What follows belongs to an exercise in optimizing a design on an open flow for small area, a short achievable clock period and few clock cycles; a production flow would make more cautious choices.
No functional check of the RTL was part of any run shown here.
Power figures rest on the tool's default switching activity, not on a simulated workload.

==> flow/design.v <==
`timescale 1ns / 1ps
module CPU_COMP(
input clk,
input rst,
output wire [15:0] imem_addr,
input [7:0] imem_data,
output wire [15:0] dmem_addr,
output wire [7:0] dmem_wdata,
output wire dmem_we,
input [7:0] dmem_rdata,
output wire done
);
reg [15:0] pc;
reg [7:0]  ir;                
reg [7:0]  ir2;               
reg        t_op;              
reg        t_hil;             
reg        t_lol;             
reg        t_hij;             
reg        t_imm;             
reg [13:0] bsel;              
reg [15:0] ac;
reg [15:0] g [1:12];
reg [12:1] gv;                
reg        z;
reg        done_r;
wire [3:0] op = ir[7:4];
wire [3:0] x  = ir[3:0];
wire o_ldac = t_op & (op == 4'h1);
wire o_wr   = t_op & (op == 4'h2);
wire o_tr   = t_op & (op == 4'h3);
wire o_ldr  = t_op & (op == 4'h4);
wire o_jp   = t_op & (op == 4'h5);
wire o_add  = t_op & (op == 4'h6);
wire o_sub  = t_op & (op == 4'h7);
wire o_inc  = t_op & (op == 4'hA);
wire o_dec  = t_op & (op == 4'hB);
wire o_shl  = t_op & (op == 4'hC);
wire o_shr  = t_op & (op == 4'hD);
wire o_clac = t_op & (op == 4'hE);
wire o_two  = t_op & ((op == 4'h0) | (op == 4'h5) | (op == 4'h8) | (op == 4'h9));
wire subi   = t_imm & ir2[4];
integer k;
reg [15:0] b;
always @(*) begin
    b = bsel[0] ? ac : 16'd0;
    for (k = 1; k <= 12; k = k + 1)
        if (bsel[k] & gv[k]) b = b | g[k];
    if (bsel[13]) b = b | {t_lol ? ir2 : 8'd0, ir};
end
wire inv = o_sub | subi;
wire [15:0] xa = (o_tr | o_inc) ? 16'd0 : o_dec ? 16'hFFFF : ac;
wire [15:0] sum = xa + (b ^ {16{inv}}) + {15'd0, inv | o_inc};
wire [15:0] shl = ac << x;
wire [15:0] shr = ac >> x;
wire wg = o_ldr | o_inc | o_dec;
wire [15:0] gdata = ir[7] ? sum : ac;
assign dmem_addr  = b;
assign dmem_wdata = ac[7:0];
assign dmem_we    = o_wr;
assign imem_addr  = pc;
assign done       = done_r;
wire skip = o_jp & z;
wire n_op  = ~(t_hil | t_hij | o_two);
wire n_hil = t_op & (op == 4'h0);
wire n_hij = o_jp & ~z;
wire n_imm = t_op & ((op == 4'h8) | (op == 4'h9));
wire n_lol = t_hil;
wire [3:0] nop_ = imem_data[7:4];
wire [3:0] nx   = imem_data[3:0];
wire use_g1 = (nop_ == 4'h2) | (nop_ == 4'h6) | (nop_ == 4'h7);
wire [3:0] nsel = use_g1 ? 4'd1 : nx;
always @(posedge clk) begin
    ir  <= imem_data;
    ir2 <= ir;
end
always @(posedge clk) begin
    if (rst) begin
        pc <= 16'd0;
        t_op <= 1'b0;
        t_hil <= 1'b0;
        t_lol <= 1'b0;
        t_hij <= 1'b0;
        t_imm <= 1'b0;
        bsel <= 14'd0;
        ac <= 16'd0;
        z <= 1'b0;
        gv <= 12'd0;
        done_r <= 1'b0;
    end else begin
        if (t_hij) pc <= {ir, imem_data};
        else pc <= pc + {14'd0, skip, ~skip};
        if (pc[15:1] == 15'd166) done_r <= 1'b1;
        t_op  <= n_op;
        t_hil <= n_hil;
        t_lol <= n_lol;
        t_hij <= n_hij;
        t_imm <= n_imm;
        for (k = 0; k <= 12; k = k + 1)
            bsel[k] <= n_op & (nsel == k);
        bsel[13] <= n_imm | n_lol;
        if (t_lol | o_ldac) ac <= {8'd0, dmem_rdata};
        else if (t_imm | o_tr | o_add | o_sub | ((o_inc | o_dec) & bsel[0])) ac <= sum;
        else if (o_shl) ac <= shl;
        else if (o_shr) ac <= shr;
        else if (o_clac) ac <= 16'd0;
        if (o_sub | subi | o_dec) z <= (sum == 16'd0);
        for (k = 1; k <= 12; k = k + 1)
            if (wg & bsel[k]) gv[k] <= 1'b1;
    end
end
always @(posedge clk) begin
    for (k = 1; k <= 12; k = k + 1)
        if (wg & bsel[k]) g[k] <= gdata;
end
endmodule
==> flow/run.sh <==
#!/bin/bash
# synth_recipe.tcl (not shown) runs the flow's synth.tcl, then flattens the netlist and writes it again
# the make line also repeats each setting of config.mk as NAME=value (left out here)
make -C /OpenROAD-flow-scripts/flow DESIGN_CONFIG=/design/flow/config.mk WORK_HOME=/design/flow/orfs CLKGATE_MAP_FILE= SYNTH_SCRIPT=/design/flow/synth_recipe.tcl finish
==> flow/config.mk <==
export PLATFORM = sky130hd
export DESIGN_NAME = CPU_COMP
export DESIGN_NICKNAME = CPU_COMP
export VERILOG_FILES = /design/flow/design.v
export SDC_FILE = /design/flow/constraint.sdc
export NUM_CORES = 4
export LEC_CHECK = 0
export ABC_CLOCK_PERIOD_IN_PS = 3000
export CAP_MARGIN = 20
export CORE_MARGIN = 2
export CORE_UTILIZATION = 40
export SETUP_SLACK_MARGIN = 5
export SLEW_MARGIN = 20
==> flow/constraint.sdc <==
create_clock -name core_clock -period 8.0 [get_ports {clk}]
set_input_delay 1.6000 -clock core_clock [delete_from_list [all_inputs] [get_ports {clk}]]
set_output_delay 1.6000 -clock core_clock [all_outputs]
set_load 0.01 [all_outputs]
==> results of run 1 <==
cells in the final DEF (no fill, tap or decap), types with 31 or more instances in the layout:
cell type | synthesis | layout
dfxtp_1 | 81 | 48
a21oi_1 | 41 | 36
mux2i_1 | 32 | 32
buf_6 | 0 | 37
buf_4 | 12 | 103
clkbuf_16 | 0 | 31
edfxtp_1 | 192 | 192
nor2_1 | 106 | 101
nand2_1 | 66 | 63
state kept, by name (all words and copies together), names as in the netlist:
name / flops
g: 192
ac: 16
pc: 16
bsel: 14
gv: 12
ir2: 8
ir: 8
done_r: 1
t_hij: 1
t_hil: 1
t_imm: 1
t_lol: 1
t_op: 1
z: 1
kinds of logic after synthesis:
logic type | synth area share [%]
mux | 6.27
xor+xnor | 2.42
fa+ha+maj | 2.00
simple gates | 12.3
flops | 56.8
compound gates | 16.5
buf+inv | 3.77
worst reg2reg max path, cell delays in order, from the launching register on:
cell and delay (ns):
dfxtp_4 0.35, and2_4 0.17, buf_6 0.14, a222oi_1 0.53, nand3_1 0.23, buf_4 0.20
xor2_1 0.14, ha_1 0.36, o21ai_2 0.10, o211ai_1 0.31, nand3_1 0.13, a221o_1 0.38
a211oi_2 0.29, nor2_2 0.11, mux2_4 0.32
metal layers:
layer / routed length, um / up-vias / GRT usage [%] / part of all wire [%]
met5: 0 / - / 0 / 0
met4: 2450 / 0 / 11.8 / 5.0
met3: 5170 / 180 / 5.39 / 11
met2: 21700 / 753 / 42.9 / 44
met1: 19600 / 5418 / 38.5 / 40
li1: - / 4678 / - / -
through the flow:
stage          instance area (um^2)  util (%)
6_report                      17700      54.8
4_1_cts                       17100      53.0
3_3_place_gp                  14000      43.4
3_5_place_dp                  14000      43.4
5_1_grt                       17700      54.8
2_1_floorplan                 13200         -
power by group through the flow:
| stage | Sequential (uW) | Clock [uW] | Combinational, uW |
|---|---|---|---|
| final | 1570 | 1600 | 393 |
| after global routing | 1570 | 1660 | 408 |
| after CTS | 1560 | 1590 | 354 |
| after detailed placement | 1600 | 0 | 261 |
| after global placement | 1600 | 0 | 260 |
| after floorplan | 1580 | 0 | 185 |
area by class of cell:
cell class | instances | area, um^2
Inverter | 17 | 63.8
Sequential cell | 273 | 7460
Multi-Input combinational cell | 750 | 6410
Tap cell | 442 | 553
Timing Repair Buffer | 211 | 2050
Clock buffer | 31 | 754
Clock inverter | 25 | 400
Fill cell | 2634 | 14600
repair_timing:
item                                   4_1_cts  5_1_grt
endpoints found under the hold margin        0        0
gates resized for setup                    339       75
gates cloned                                18        3
setup endpoints to repair                  336      265
pin swaps                                   71       55
setup buffers                               91       31
how the worst max path moves through the flow:
stage / from / to / slack, ns / cells after the start
CTS: gv[8] / dmem_addr[0] / 4.10 / 8
floorplan: ir[0] / g[10][10] / 4.20 / 15
finish: bsel[8] / g[12][15] / 3.94 / 14
global placement: bsel[10] / g[7][15] / 3.52 / 14
detailed placement: bsel[10] / g[2][15] / 3.49 / 14
global route: gv[8] / z / 3.87 / 15
==> summary.txt, run 1 <==
outcome no timing/DRC/antenna violations; Setup WS pre-CTS between 3 and 4 ns; average via count per standard cell about 6.3; worst stage delay on the critical path 0.53 ns; detailed-route DRC error count 0; Placed Instances 1,550; largest cells by area after synthesis edfxtp_1, dfxtp_1, nor2_1, mux2i_1, a221oi_1; count of max-cap constraint violations 0; crit path cell chain and2_4 > buf_6 > a222oi_1 > nand3_1 > buf_4 > xor2_1 > ha_1 > o21ai_2 > o211ai_1 > nand3_1 > a221o_1 > a211oi_2 > nor2_2 > mux2_4; Inserted Diodes 0; area delta synth->final 35.9%; routed wire length 48.9 mm; nets 1,320; setup repair after global routing missed its margin yes; library cell with the highest instance count after synthesis edfxtp_1; count of routing violations after the opening detailed-route iteration roughly 1,600; Worst Reg-to-Reg Cells 14; Largest delay share family, worst path compound AO/OA/AOI/OAI gates; worst setup slack for register-to-register paths between 3 and 4 ns; flop and latch count out of synthesis 273; Setup violations, final 0; cell area after synthesis roughly 13,000 um^2; via count approximately 11,000; reg-to-reg startpoint bsel[8]; reported net switching power around 870 uW; DR pass1 iterations 6; fraction of power consumed by sequential logic 44.1%; largest net degree at the start of global routing 47; floorplan row count 66; fraction of final layout cells with drive strength greater than 1 a little over a third; transition time of the tightest slew-check pin 1.01 ns; data arrival at the endpoint of the critical path approximately 4.4 ns; number of routed nets with antenna violations 0; worst path required time around 8.3 ns; post-detailed-route wirelength per cell about 28 um; sequential cell area fraction in the yosys report 56.8%; number of flops mapped to enable cells by yosys 192; synthesized netlist cell count 1,121; overall fraction of global-route tracks in use around 28%; maximum fanout count along the critical path 6; Port Buf Inserts a little under 60; most instantiated cells after synthesis edfxtp_1, nor2_1, dfxtp_1, nand2_1, clkbuf_1; Avg Inst Size Synth 11.6 um^2; max_slew headroom 32.4%; via count of the first global-routing pass 10,442; core area between 30,000 and 40,000 um^2; total leakage power 0.00670 uW; CTS sink cnt around 270; final cycle utilization of the critical path approximately half; element type at the critical path end flop; clock period minus final worst setup slack about 4 ns; Bufs on Longest Clock Path 3; net count after synthesis 1,158; number of I/O pins 60; power density normalized to cell area 201 nW/um^2; Critical Path Start Type flop; Synth Warn # 2; CP Buf/Inv Count 2; GR Overflow Total 0; Post-CTS Hold Buffers 0; Clock Root Buffer clkbuf_16; number of H-tree levels 1; Internal Dissipation 2690 uW; TNS Setup 0 ns; clock tree from TritonCTS built; Post-Route Skew between 0.04 and 0.05 ns; number of buffers created by CTS 30; min setup slack post-route between 3 and 4 ns; insertion delay to the later sink of the worst-skew pair approximately 0.60 ns; clock group share of total power around 45%; endpoint of the worst-slack reg-to-reg timing path g[12][15]; Worst Hold Depth 2; CP Class flop to flop; wire length of the first global-routing pass ~70 mm; GP Congestion between 0.9 and 1; non-filler instance count after layout around 1,700; combinational fraction of design power 11.1%; share of the synthesized area in the top cell type 44.3%; clk slew on worst S/H paths approximately 0.060 ns; antenna violations before repair 0; switching part of the total about a quarter; Tightest Hold Check Type flop to flop; Die H about 180 um; total die area between 30,000 and 40,000 um^2; maximum operating frequency roughly 0.25 GHz; overall die width 184 um; share of flip-flops with an asynchronous set or reset 0%; Max rail drop VDD approximately 0.00021 V; dominant cell type by count on the critical path nand3_1; commonest register cell after synthesis edfxtp_1; post-synth top area cell edfxtp_1; distinct cell type count of the synthesized netlist 76; Worst path slowest cell a222oi_1; post-layout total power 3560 uW; worst hold slack roughly 0.47 ns; sink of the worst hold path gv[1]; post-detail-place hpwl between 20 and 30 mm; initial core utilization between 40 and 50%; origin of the worst min-delay path gv[1]; Pins Over Slew Limit 0; final hold violation count 0
==> run 2: changes to the inputs <==
--- a/flow/design.v
+++ b/flow/design.v
@@ -52,6 +52,9 @@
 wire [15:0] xa = (o_tr | o_inc) ? 16'd0 : o_dec ? 16'hFFFF : ac;
 wire [15:0] sum = xa + (b ^ {16{inv}}) + {15'd0, inv | o_inc};
-wire [15:0] shl = ac << x;
-wire [15:0] shr = ac >> x;
+wire sh_two = x[3] | x[2] | x[1];
+wire sh_any = sh_two | x[0];
+wire [15:0] shl = sh_two ? {ac[13:0], 2'b0} : {ac[14:0], 1'b0};
+wire [15:0] shr = sh_two ? {2'b0, ac[15:2]} : {1'b0, ac[15:1]};
+wire stall = (o_shl | o_shr) & (x[3] | x[2] | (x[1] & x[0]));    
 wire wg = o_ldr | o_inc | o_dec;
 wire [15:0] gdata = ir[7] ? sum : ac;
@@ -72,5 +75,6 @@
 wire [3:0] nsel = use_g1 ? 4'd1 : nx;
 always @(posedge clk) begin
-    ir  <= imem_data;
+    if (stall) ir[3:0] <= x - 4'd2;       
+    else ir <= imem_data;
     ir2 <= ir;
 end
@@ -90,7 +94,7 @@
     end else begin
         if (t_hij) pc <= {ir, imem_data};
-        else pc <= pc + {14'd0, skip, ~skip};
+        else pc <= pc + {14'd0, skip, ~skip & ~stall};
         if (pc[15:1] == 15'd166) done_r <= 1'b1;
-        t_op  <= n_op;
+        t_op  <= n_op | stall;
         t_hil <= n_hil;
         t_lol <= n_lol;
@@ -102,6 +106,6 @@
         if (t_lol | o_ldac) ac <= {8'd0, dmem_rdata};
         else if (t_imm | o_tr | o_add | o_sub | ((o_inc | o_dec) & bsel[0])) ac <= sum;
-        else if (o_shl) ac <= shl;
-        else if (o_shr) ac <= shr;
+        else if (o_shl & sh_any) ac <= shl;
+        else if (o_shr & sh_any) ac <= shr;
         else if (o_clac) ac <= 16'd0;
         if (o_sub | subi | o_dec) z <= (sum == 16'd0);
--- a/flow/config.mk
+++ b/flow/config.mk
@@ -6,5 +6,4 @@
 export NUM_CORES = 4
 export LEC_CHECK = 0
-export ABC_CLOCK_PERIOD_IN_PS = 3000
 export CAP_MARGIN = 20
 export CORE_MARGIN = 2
==> summary.txt, run 2 <==
DR pass1 iterations 8 (+2); total die area 31,600 um^2 (-7.0%); largest cells by area after synthesis edfxtp_1, dfxtp_1, nand2_1, nor2_1, a21oi_1; clock tree from TritonCTS built; Max rail drop VDD 0.000147 V (-29%); total leakage power 0.00607 uW (-9.5%); average via count per standard cell 6.01 (-4.7%); overall fraction of global-route tracks in use 24.8% (-3.0 points); Pins Over Slew Limit 0 (unchanged); sequential cell area fraction in the yosys report 61.6% (+4.8 points); final hold violation count 0 (unchanged); post-layout total power 3260 uW (-8.3%); largest net degree at the start of global routing 47 (unchanged); Avg Inst Size Synth 11.9 um^2 (+2.7%); Post-Route Skew 0.0113 ns (-0.0323 ns); maximum operating frequency 0.243 GHz (-1.3%); number of routed nets with antenna violations 0 (unchanged); cell area after synthesis 12,100 um^2 (-7.2%); number of I/O pins 60 (unchanged); nets 1,217 (-7.8%); flop and latch count out of synthesis 273 (unchanged); overall die width 178 um (-3.6%); share of flip-flops with an asynchronous set or reset 0% (unchanged); floorplan row count 63 (-4.5%); largest register by flop count g; number of H-tree levels 1 (unchanged); worst hold slack 0.459 ns (-0.00957 ns); Largest register FFs 192 (unchanged); commonest register cell after synthesis edfxtp_1; crit path cell chain and2_4 > buf_12 > a222oi_1 > nand2_1 > a221oi_2 > nand4_1 > buf_4 > xor2_1 > ha_1 > nand3_1 > o211ai_4 > buf_6 > a41o_1 > a41oi_2 > o21a_1 > nor3_4 > a21o_2; share of the synthesized area in the top cell type 49.0% (+4.7 points); worst path required time 8.30 ns (about the same); Worst path slowest cell a222oi_1; Port Buf Inserts 59 (unchanged); wire length of the first global-routing pass 58.3 mm (-17%); insertion delay to the later sink of the worst-skew pair 0.57 ns (-0.03 ns); max_slew headroom 34.1% (+1.7 points); clk slew on worst S/H paths 0.06 ns (about the same); post-synth top area cell edfxtp_1; antenna violations before repair 1 (+1); Setup violations, final 0 (unchanged); most instantiated cells after synthesis edfxtp_1, nand2_1, nor2_1, dfxtp_1, a21oi_1; post-detailed-route wirelength per cell 25.1 um (-10%); initial core utilization 40.7% (+0.35 points); leading cell types in the layout, fill and taps excluded edfxtp_1, buf_4, nand2_1, nor2_1, dfxtp_1; most common library cell in the layout ignoring fill and taps edfxtp_1; Critical Path Start Type flop; GR Overflow Total 0 (unchanged); number of buffers created by CTS 28 (-6.7%); GP Congestion 0.884 (-6.6%); via count of the first global-routing pass 9,016 (-14%); fraction of final layout cells with drive strength greater than 1 31.8% (-3.2 points); synthesized netlist cell count 1,013 (-9.6%); Bufs on Longest Clock Path 3 (unchanged); Clock Root Buffer clkbuf_16; clock period minus final worst setup slack 4.11 ns (+0.0554 ns); biggest registers after layout g x192, ac x16, pc x16; transition time of the tightest slew-check pin 0.983 ns (-0.0227 ns); detailed-route DRC error count 0 (unchanged); count of routing violations after the opening detailed-route iteration 1,079 (-33%); Die H 178 um (-3.6%); net count after synthesis 1,051 (-9.2%); area delta synth->final 33.0%; number of flops mapped to enable cells by yosys 197 (+2.6%); non-filler instance count after layout 1,592 (-9.0%); distinct cell type count of the synthesized netlist 70 (-7.9%); routed wire length 39.9 mm (-18%); setup repair after global routing missed its margin yes; worst stage delay on the critical path 0.48 ns (-0.05 ns); CP Class flop to flop; element type at the critical path end flop; final cycle utilization of the critical path 51.4% (+0.69 points); core area 29,700 um^2 (-8.0%); count of max-cap constraint violations 0 (unchanged); Synth Warn # 2 (unchanged); power density normalized to cell area 203 nW/um^2 (+0.94%); TNS Setup 0 ns (unchanged); GR Util met3 3.60% (-1.8 points); outcome no timing/DRC/antenna violations; post-layout utilization of the core 54.1% (-0.71 points); Placed Instances 1,409 (-9.1%); most crowded layer after global routing met2; CTS sink cnt 273 (unchanged); data arrival at the endpoint of the critical path 4.41 ns (+0.06 ns); via count 9,572 (-13%); library cell with the highest instance count after synthesis edfxtp_1; global routing usage on met1 33.4% (-5.1 points); maximum fanout count along the critical path 6 (unchanged); met2 routing resource usage after global routing 40.8% (-2.1 points); post-detail-place hpwl 22.6 mm (-16%); Tightest Hold Check Type flop to flop
run 2: cell types whose count changed after synthesis, sizes merged, moves of 8 or more:
cell,previous run,this run
nand3,31,23
o21ai,34,19
nor2,106,81
clkbuf,66,53
nand2,66,87
a2111oi,3,12
mux4,9,0
mux2i,32,1
buf,32,22
mux2,26,13
a21oi,41,60
nor3,16,25
run 2: metal layers:
| layer | part of all wire [%] | wire, um |
|---|---|---|
| met4 | 4.7 | 1870 |
| met5 | 0 | 0 |
| met1 | 40 | 15800 |
| met3 | 8.8 | 3510 |
| met2 | 47 | 18700 |
run 2: what timing repair did:
item                       in CTS  in global routing
buffers inserted               77                 39
resized for setup             261                 62
pin swaps                      66                 54
setup endpoints to repair     328                229
hold buffers                    0                  0
cloned                         11                  3
run 2: report_power, final:
| group | total [uW] | internal, uW | leakage [uW] | switching (uW) |
|---|---|---|---|---|
| registers | 1590 | 1560 | 0.00246 | 32.6 |
| logic | 354 | 148 | 0.00316 | 206 |
| clock network | 1310 | 761 | 0.000452 | 553 |
| total | 3260 | 2470 | 0.00607 | 791 |
run 2: path summary, 6_finish.rpt:
path	depth (start not counted)	start	to	slack, ns
hold / removal	2	gv[6]	gv[6]	0.46
hold reg to reg	2	gv[6]	gv[6]	0.46
setup / recovery	17	bsel[5]	g[11][15]	3.89
setup reg to reg	17	bsel[5]	g[11][15]	3.89
run 2: critical path: cells and delay by family, from the launching register on:
kind,cells,cell delay [ns]
fa+ha+maj,1,0.37
simple gates,5,0.71
compound gates,7,1.84
buf+inv,3,0.47
xor+xnor,1,0.14
flops,1,0.31
run 2: logic make-up (layout without fill, tap and decap cells):
kind of cell | after synthesis | after routing | synth area share (%)
AND/OR/NAND/NOR | 317 | 317 | 13.0
flip-flops | 273 | 273 | 61.6
AO/OA/AOI/OAI | 259 | 261 | 15.7
buffers and inverters | 91 | 267 | 3.30
XOR/XNOR | 39 | 39 | 2.83
adder cells (fa/ha/maj) | 20 | 20 | 2.26
multiplexers | 14 | 24 | 1.29
other | 0 | 1 | 0
run 2: final cells by class:
cell class	count	area, um^2
tap	390	488
inverter	16	60.1
antenna	1	2.50
sequential	273	7480
multi-input combinational	661	5200
clock buffer	41	800
fill	2500	13600
timing repair buffer	199	1900
clock inverter	11	138
run 2: stage by stage:
step / area, um^2 / setup WS, ns
global route: 16100 / 3.74
global placement: 13100 / 3.52
detailed placement: 13100 / 3.57
CTS: 15400 / 3.98
floorplan: 12200 / 4.34
finish: 16100 / 3.89
==> run 3: changes to the inputs <==
--- a/flow/config.mk
+++ b/flow/config.mk
@@ -6,4 +6,5 @@
 export NUM_CORES = 4
 export LEC_CHECK = 0
+export ABC_CLOCK_PERIOD_IN_PS = 3000
 export CAP_MARGIN = 20
 export CORE_MARGIN = 2
==> summary.txt, run 3 <==
clock tree from TritonCTS built; number of H-tree levels 1 (unchanged); largest net degree at the start of global routing 47 (unchanged); max_slew headroom 34.1% (unchanged); worst hold slack 0.459 ns (unchanged); wire length of the first global-routing pass 58.3 mm (unchanged); number of routed nets with antenna violations 0 (unchanged); multi-input logic area 5200 um^2 (unchanged); CTS sink cnt 273 (unchanged); min setup slack post-route 3.89 ns (unchanged); overall fraction of global-route tracks in use 24.8% (unchanged); antenna violations before repair 1 (unchanged); Max rail drop VDD 0.000147 V (unchanged); maximum operating frequency 0.243 GHz (unchanged); Fillers 2,500 (unchanged); clock period minus final worst setup slack 4.11 ns (unchanged); fraction of final layout cells with drive strength greater than 1 31.8% (unchanged); synthesized netlist cell count 1,013 (unchanged); timing startpoint of the critical path bsel[5]; power density normalized to cell area 203 nW/um^2 (unchanged); setup repair after global routing missed its margin yes; post-synth top area cell edfxtp_1; sequential cell area fraction in the yosys report 61.6% (unchanged); number of I/O pins 60 (unchanged); core area 29,700 um^2 (unchanged); Setup violations, final 0 (unchanged); flop and latch count out of synthesis 273 (unchanged); Avg Inst Size Synth 11.9 um^2 (unchanged); insertion delay to the later sink of the worst-skew pair 0.57 ns (about the same); net count after synthesis 1,051 (unchanged); distinct cell type count of the synthesized netlist 70 (unchanged); Critical Path Start Type flop; worst setup slack for register-to-register paths 3.89 ns (about the same); CP Class flop to flop; clk slew on worst S/H paths 0.06 ns (about the same); maximum fanout count along the critical path 6 (unchanged); Setup WS pre-CTS 3.57 ns (unchanged); library cell with the highest instance count after synthesis edfxtp_1; Post-Route Skew 0.0113 ns (unchanged); area delta synth->final 33.0% (unchanged); TNS Setup 0 ns (unchanged); worst path required time 8.30 ns (about the same); initial core utilization 40.7% (unchanged); overall die width 178 um (unchanged); Clock Root Buffer clkbuf_16; endpoint of the worst-slack reg-to-reg timing path g[11][15]; via count 9,572 (unchanged); outcome no timing/DRC/antenna violations; detailed-route DRC error count 0 (unchanged); Synth Warn # 2 (unchanged); transition time of the tightest slew-check pin 0.983 ns (unchanged); share of the synthesized area in the top cell type 49.0% (unchanged); Bufs on Longest Clock Path 3 (unchanged); most common library cell in the layout ignoring fill and taps edfxtp_1; Worst Reg-to-Reg Cells 17 (unchanged); Tightest Hold Check Type flop to flop; biggest registers after layout g x192, ac x16, pc x16; number of buffers created by CTS 28 (unchanged); GR Overflow Total 0 (unchanged); cell area after synthesis 12,100 um^2 (unchanged); reg-to-reg startpoint bsel[5]; floorplan row count 63 (unchanged); end of the critical path g[11][15]; final hold violation count 0 (unchanged); routed wire length 39.9 mm (unchanged); total die area 31,600 um^2 (unchanged); largest register by flop count g; area taken by flip-flops and latches 7480 um^2 (unchanged); average via count per standard cell 6.01 (unchanged); most instantiated cells after synthesis edfxtp_1, nand2_1, nor2_1, dfxtp_1, a21oi_1; Post-CTS Hold Buffers 0 (unchanged); DR pass1 iterations 8 (unchanged); leading cell types in the layout, fill and taps excluded edfxtp_1, buf_4, nand2_1, nor2_1, dfxtp_1; number of flops mapped to enable cells by yosys 197 (unchanged); count of routing violations after the opening detailed-route iteration 1,079 (unchanged); Worst Hold Depth 2 (unchanged); Pins Over Slew Limit 0 (unchanged); commonest register cell after synthesis edfxtp_1; element type at the critical path end flop; data arrival at the endpoint of the critical path 4.41 ns (about the same); post-detailed-route wirelength per cell 25.1 um (unchanged); final cycle utilization of the critical path 51.4% (unchanged); share of flip-flops with an asynchronous set or reset 0% (unchanged); nets 1,217 (unchanged); Port Buf Inserts 59 (unchanged); via count of the first global-routing pass 9,016 (unchanged); Die H 178 um (unchanged); GP Congestion 0.884 (unchanged); total leakage power 0.00607 uW (unchanged); post-detail-place hpwl 22.6 mm (unchanged); largest cells by area after synthesis edfxtp_1, dfxtp_1, nand2_1, nor2_1, a21oi_1; Largest register FFs 192 (unchanged); count of max-cap constraint violations 0 (unchanged)
[run 3: cells by family (layout without fill, tap and decap cells)]
kind of cell	count (synthesis)	count (layout)	synth area share (%)
xor gates and xnor gates	39	39	2.83
AOI/OAI and AO/OA	259	261	15.7
and+or+nand+nor	317	317	13.0
muxes	14	24	1.29
adders and majority gates	20	20	2.26
DFF	273	273	61.6
buffers and inverters	91	267	3.30
other	0	1	0
[run 3: area by class of cell]
type | instances | area share (%)
sequential | 273 | 46.6
clock buffer | 41 | 4.97
clock inverter | 11 | 0.856
inverter | 16 | 0.374
antenna | 1 | 0.0156
tap | 390 | 3.04
timing repair buffer | 199 | 11.8
multi-input combinational | 661 | 32.4
[run 3: worst min-delay path by stage]
| stage | start | to |
|---|---|---|
| CTS | gv[6] | gv[6] |
| global route | ir[2] | ir2[2] |
| detailed placement | gv[6] | gv[6] |
| finish | gv[6] | gv[6] |
| global placement | gv[5] | gv[5] |
| floorplan | ir[3] | ir2[3] |
[run 3: per-layer routing]
layer | share of wire, % | global-route usage, % | vias up | routed length, um
met5 | 0 | 0 | - | 0
met4 | 4.7 | 9.39 | 0 | 1870
met3 | 8.8 | 3.60 | 125 | 3510
met2 | 47 | 40.8 | 517 | 18700
met1 | 40 | 33.4 | 4689 | 15800
li1 | - | - | 4241 | -
[run 3: metrics by stage]
stage / instance area (um^2) / power, uW / util, % / cells
after global placement: 13100 / 1870 / 44.0 / 1409
after global routing: 16100 / 3360 / 54.1 / 1591
after detailed placement: 13100 / 1870 / 44.0 / 1409
after CTS: 15400 / 3240 / 51.9 / 1549
final: 16100 / 3260 / 54.1 / 1592
after floorplan: 12200 / 1770 / - / 1013
[run 3: critical path: stages, from the launching register on]
cell      delay (ns)
dfxtp_2         0.31
and2_4          0.15
buf_12          0.13
a222oi_1        0.48
nand2_1         0.14
a221oi_2        0.23
nand4_1         0.18
buf_4           0.20
xor2_1          0.14
ha_1            0.37
nand3_1         0.16
o211ai_4        0.12
buf_6           0.14
a41o_1          0.23
a41oi_2         0.24
o21a_1          0.27
nor3_4          0.08
a21o_2          0.27
[run 3: what timing repair did]
item                                    4_1_cts  5_1_grt
gates resized for setup                     261       62
cloned                                       11        3
setup buffers                                77       39
pin swaps                                    66       54
endpoints found under the setup margin      328      229
[run 3: where the power goes]
part	internal [uW]	switching (uW)	leakage, uW
Sequential	1560	32.6	0.00246
Clock	761	553	0.000452
Combinational	148	206	0.00316
Total	2470	791	0.00607
==> run 4: changes to the inputs <==
--- a/flow/design.v
+++ b/flow/design.v
@@ -20,4 +20,5 @@
 reg        t_imm;             
 reg [13:0] bsel;              
+reg [12:1] wsel;              
 reg [15:0] ac;
 reg [15:0] g [1:12];
@@ -46,9 +47,9 @@
     b = bsel[0] ? ac : 16'd0;
     for (k = 1; k <= 12; k = k + 1)
-        if (bsel[k] & gv[k]) b = b | g[k];
+        if (bsel[k]) b = b | g[k];
     if (bsel[13]) b = b | {t_lol ? ir2 : 8'd0, ir};
 end
 wire inv = o_sub | subi;
-wire [15:0] xa = (o_tr | o_inc) ? 16'd0 : o_dec ? 16'hFFFF : ac;
+wire [15:0] xa = (o_tr | o_inc | o_clac) ? 16'd0 : o_dec ? 16'hFFFF : ac;
 wire [15:0] sum = xa + (b ^ {16{inv}}) + {15'd0, inv | o_inc};
 wire sh_two = x[3] | x[2] | x[1];
@@ -58,5 +59,5 @@
 wire stall = (o_shl | o_shr) & (x[3] | x[2] | (x[1] & x[0]));    
 wire wg = o_ldr | o_inc | o_dec;
-wire [15:0] gdata = ir[7] ? sum : ac;
+wire [12:1] gw = wsel & {12{wg}};
 assign dmem_addr  = b;
 assign dmem_wdata = ac[7:0];
@@ -73,9 +74,14 @@
 wire [3:0] nx   = imem_data[3:0];
 wire use_g1 = (nop_ == 4'h2) | (nop_ == 4'h6) | (nop_ == 4'h7);
+wire use_b  = (nop_ == 4'h1) | (nop_ == 4'h3) | (nop_ == 4'hA) | (nop_ == 4'hB);
 wire [3:0] nsel = use_g1 ? 4'd1 : nx;
+wire n_opb = n_op & (use_g1 | use_b);
+wire [12:1] gv_now = gv | gw;
 always @(posedge clk) begin
     if (stall) ir[3:0] <= x - 4'd2;       
     else ir <= imem_data;
     ir2 <= ir;
+    for (k = 1; k <= 12; k = k + 1)
+        wsel[k] <= (nx == k);
 end
 always @(posedge clk) begin
@@ -101,20 +107,19 @@
         t_hij <= n_hij;
         t_imm <= n_imm;
-        for (k = 0; k <= 12; k = k + 1)
-            bsel[k] <= n_op & (nsel == k);
+        bsel[0] <= n_opb & (nsel == 4'd0);
+        for (k = 1; k <= 12; k = k + 1)
+            bsel[k] <= n_opb & (nsel == k) & gv_now[k];
         bsel[13] <= n_imm | n_lol;
         if (t_lol | o_ldac) ac <= {8'd0, dmem_rdata};
-        else if (t_imm | o_tr | o_add | o_sub | ((o_inc | o_dec) & bsel[0])) ac <= sum;
+        else if (t_imm | o_tr | o_add | o_sub | o_clac | ((o_inc | o_dec) & (x == 4'd0))) ac <= sum;
         else if (o_shl & sh_any) ac <= shl;
         else if (o_shr & sh_any) ac <= shr;
-        else if (o_clac) ac <= 16'd0;
         if (o_sub | subi | o_dec) z <= (sum == 16'd0);
-        for (k = 1; k <= 12; k = k + 1)
-            if (wg & bsel[k]) gv[k] <= 1'b1;
+        gv <= gv_now;
     end
 end
 always @(posedge clk) begin
     for (k = 1; k <= 12; k = k + 1)
-        if (wg & bsel[k]) g[k] <= gdata;
+        if (gw[k]) g[k] <= sum;
 end
 endmodule
--- a/flow/config.mk
+++ b/flow/config.mk
@@ -6,5 +6,4 @@
 export NUM_CORES = 4
 export LEC_CHECK = 0
-export ABC_CLOCK_PERIOD_IN_PS = 3000
 export CAP_MARGIN = 20
 export CORE_MARGIN = 2
==> summary.txt, run 4 <==
outcome no timing/DRC/antenna violations; largest net degree at the start of global routing 50 (+6.4%); post-detailed-route wirelength per cell 24.6 um (-1.9%); timing startpoint of the critical path bsel[2]; crit path cell chain buf_12 > a22oi_2 > nand2_1 > a221oi_2 > nand3_2 > xor2_2 > fa_2 > fa_2 > a21o_1 > a21oi_4 > xnor2_4 > or4_4 > or3_1 > or4_1 > o21ai_1; most common library cell in the layout ignoring fill and taps edfxtp_1; Worst path slowest cell or4_4; via count of the first global-routing pass 8,937 (-0.88%); element type at the critical path end flop; post-synthesis compound-gate area fraction 14.1% (-1.7 points); number of H-tree levels 1 (unchanged); reg-to-reg startpoint bsel[2]; number of flops mapped to enable cells by yosys 197 (unchanged); count of max-cap constraint violations 0 (unchanged); maximum operating frequency 0.235 GHz (-3.5%); Post-Route Skew 0.0206 ns (+0.00931 ns); Setup WS pre-CTS 3.05 ns (-0.522 ns); maximum fanout count along the critical path 6 (unchanged); Die H 178 um (+0.14%); via count 8,974 (-6.2%); non-filler instance count after layout 1,523 (-4.3%); Post-Synth Simple-Gate Area 11.9% (-1.2 points); Clock Root Buffer clkbuf_16; antenna violations before repair 2 (+1); GR Overflow Total 0 (unchanged); multiplexer fraction of the synthesized cell area 2.64% (+1.3 points); largest cells by area after synthesis edfxtp_1, dfxtp_1, nor2_1, a22oi_1, mux4_2; Max rail drop VDD 0.000151 V (+2.8%); Avg Inst Size Synth 12.7 um^2 (+6.7%); adder-cell area share of the yosys netlist 2.25% (-0.0065 points); share of flip-flops with an asynchronous set or reset 0% (unchanged); net count after synthesis 990 (-5.8%); library cell with the highest instance count after synthesis edfxtp_1; Inserted Diodes 0 (-1); distinct cell type count of the synthesized netlist 68 (-2.9%); Bufs on Longest Clock Path 3 (unchanged); area delta synth->final 31.5%; post-synth top area cell edfxtp_1; wire length of the first global-routing pass 55.3 mm (-5.2%); clock tree from TritonCTS built; insertion delay to the later sink of the worst-skew pair 0.56 ns (about the same); max_slew headroom 43.7% (+9.6 points); worst setup slack for register-to-register paths 3.74 ns (-0.15 ns); Synth Warn # 2 (unchanged); commonest register cell after synthesis edfxtp_1; TNS Setup 0 ns (unchanged); dominant cell type by count on the critical path fa_2; core area 29,700 um^2 (unchanged); sequential cell area fraction in the yosys report 63.4% (+1.8 points); number of buffers created by CTS 29 (+3.6%); Pins Over Slew Limit 0 (unchanged); min setup slack post-route 3.74 ns (-0.150 ns); average via count per standard cell 5.89 (-2.0%); synthesized netlist cell count 952 (-6.0%); total leakage power 0.00596 uW (-1.7%); flop and latch count out of synthesis 285 (+4.4%); setup repair after global routing missed its margin yes; power density normalized to cell area 206 nW/um^2 (+1.3%); final cycle utilization of the critical path 53.3% (+1.9 points); CP Class flop to flop; post-detail-place hpwl 22.3 mm (-1.4%); share of the synthesized area in the top cell type 48.8% (-0.14 points); fraction of final layout cells with drive strength greater than 1 31.2% (-0.56 points); worst stage delay on the critical path 0.54 ns (+0.06 ns); cell area after synthesis 12,100 um^2 (+0.29%); CTS sink cnt 285 (+4.4%); Port Buf Inserts 59 (unchanged); floorplan row count 63 (unchanged); Post-CTS Hold Buffers 0 (unchanged); Critical Path Start Type flop; GP Congestion 0.842 (-4.7%); nets 1,148 (-5.7%); overall die width 178 um (+0.14%); Worst Reg-to-Reg Cells 15 (-2); overall fraction of global-route tracks in use 23.6% (-1.2 points); total die area 31,700 um^2 (+0.29%); post-layout total power 3280 uW (+0.46%); fraction of synthesized cell area in xor and xnor cells 2.93% (+0.11 points); Tightest Hold Check Type flop to flop; leading cell types in the layout, fill and taps excluded edfxtp_1, nor2_1, buf_4, dfxtp_1, buf_6; transition time of the tightest slew-check pin 0.844 ns (-0.138 ns); biggest registers after layout g x192, ac x16, pc x16; Placed Instances 1,355 (-3.8%); end of the critical path z; clock period minus final worst setup slack 4.26 ns (+0.150 ns); Setup violations, final 0 (unchanged); number of I/O pins 60 (unchanged); detailed-route DRC error count 0 (unchanged); dominant combinational cell family by area after synthesis compound AO/OA/AOI/OAI gates; routed wire length 37.5 mm (-6.2%); most instantiated cells after synthesis edfxtp_1, nor2_1, dfxtp_1, nand2_1, a22oi_1; endpoint of the worst-slack reg-to-reg timing path z; clk slew on worst S/H paths 0.06 ns (about the same); Largest register FFs 192 (unchanged); worst path required time 8.49 ns (+0.19 ns); initial core utilization 40.8% (+0.12 points); DR pass1 iterations 5 (-3); data arrival at the endpoint of the critical path 4.75 ns (+0.34 ns); final hold violation count 0 (unchanged); largest register by flop count g; number of routed nets with antenna violations 0 (unchanged); count of routing violations after the opening detailed-route iteration 1,050 (-2.7%); Fillers 2,437 (-2.5%)
[run 4: metrics by stage]
step	utilization, %	area [um^2]	hold slack [ns]
after floorplan	-	12300	0.343
after global placement	44.4	13200	0.419
after detailed placement	44.4	13200	0.423
after CTS	52.2	15500	0.440
after global routing	53.6	15900	0.467
final	53.6	15900	0.446
[run 4: critical path, delay by kind of cell, from the launching register on]
family / cells / cell delay [ns]
adder cells (fa/ha/maj): 2 / 0.84
AND/OR/NAND/NOR: 5 / 1.62
AO/OA/AOI/OAI: 5 / 0.98
buffers and inverters: 1 / 0.14
flip-flops: 1 / 0.33
XOR/XNOR: 2 / 0.30
[run 4: area by class of cell]
cell class	instances	area [um^2]	area share (%)
sequential	285	7750	48.7
timing repair buffer	193	1870	11.7
inverter	12	45.0	0.283
tap	390	488	3.06
clock buffer	39	803	5.04
clock inverter	15	115	0.722
multi-input combinational	589	4860	30.5
[run 4: routing by layer]
| metal | vias to the layer above | global-route usage [%] | routed length (um) |
|---|---|---|---|
| met5 | - | 0 | 0 |
| met4 | 0 | 7.58 | 1140 |
| met3 | 79 | 4.48 | 3190 |
| met2 | 415 | 39.7 | 18200 |
| met1 | 4484 | 31.0 | 14900 |
| li1 | 3996 | - | - |
[run 4: what timing repair did]
action	in CTS	in global routing
buffers inserted	89	23
gates cloned	0	2
endpoints found under the setup margin	258	207
resized for setup	268	63
pin swaps	57	53
[run 4: worst min path at each step]
stage	from	to	slack, ns	cells past startpoint
6_report	ir[2]	ir2[2]	0.45	0
3_5_place_dp	ir[2]	ir2[2]	0.42	0
4_1_cts	ir[2]	ir2[2]	0.44	0
2_1_floorplan	ir[5]	ir2[5]	0.34	0
5_1_grt	ir[2]	ir2[2]	0.47	0
3_3_place_gp	ir[2]	ir2[2]	0.42	0
[run 4: power by group]
group,total (uW),internal (uW),switching (uW)
Sequential,1650,1620,27.7
Clock,1310,738,572
Combinational,320,147,174
[run 4: cell families after synthesis]
group                    Yosys count
AND/OR/NAND/NOR                  285
flip-flops                       285
AO/OA/AOI/OAI                    228
buffers and inverters             78
XOR/XNOR                          39
adder cells (fa/ha/maj)           20
multiplexers                      17

afterwards: timing with drivers on the ports:
No port has a modelled driver above. Below, the same layouts with a new extraction and two added sets of constraints.
Step 1: set_driving_cell puts a clkbuf_16 on clk and a buf_2 on each other input, an assumption about the parent block.
Step 2 moves the port delays by t, midway between the first and last clock arrival at a register: inputs arrive t later, outputs are due t later. That takes back most of the time a late clock gives input paths.
Three values: ideal ports, drivers, drivers and shift; two values: the first two.
run	t (ns)	setup slack, ns	hold slack, ns	worst register clock-pin slew, ns	pins driven straight from the clock port
run 1	0.629	3.945 / 3.945 / 3.945	0.469 / 0.469 / 0.469	0.07 / 0.07	1
run 2	0.608	3.890 / 3.872 / 3.890	0.459 / 0.459 / 0.459	0.07 / 0.07	1
run 3	0.608	3.890 / 3.872 / 3.890	0.459 / 0.459 / 0.459	0.07 / 0.07	1
run 4	0.600	3.739 / 3.739 / 3.739	0.446 / 0.446 / 0.446	0.07 / 0.07	1
After both steps setup and hold are still met in every run listed.
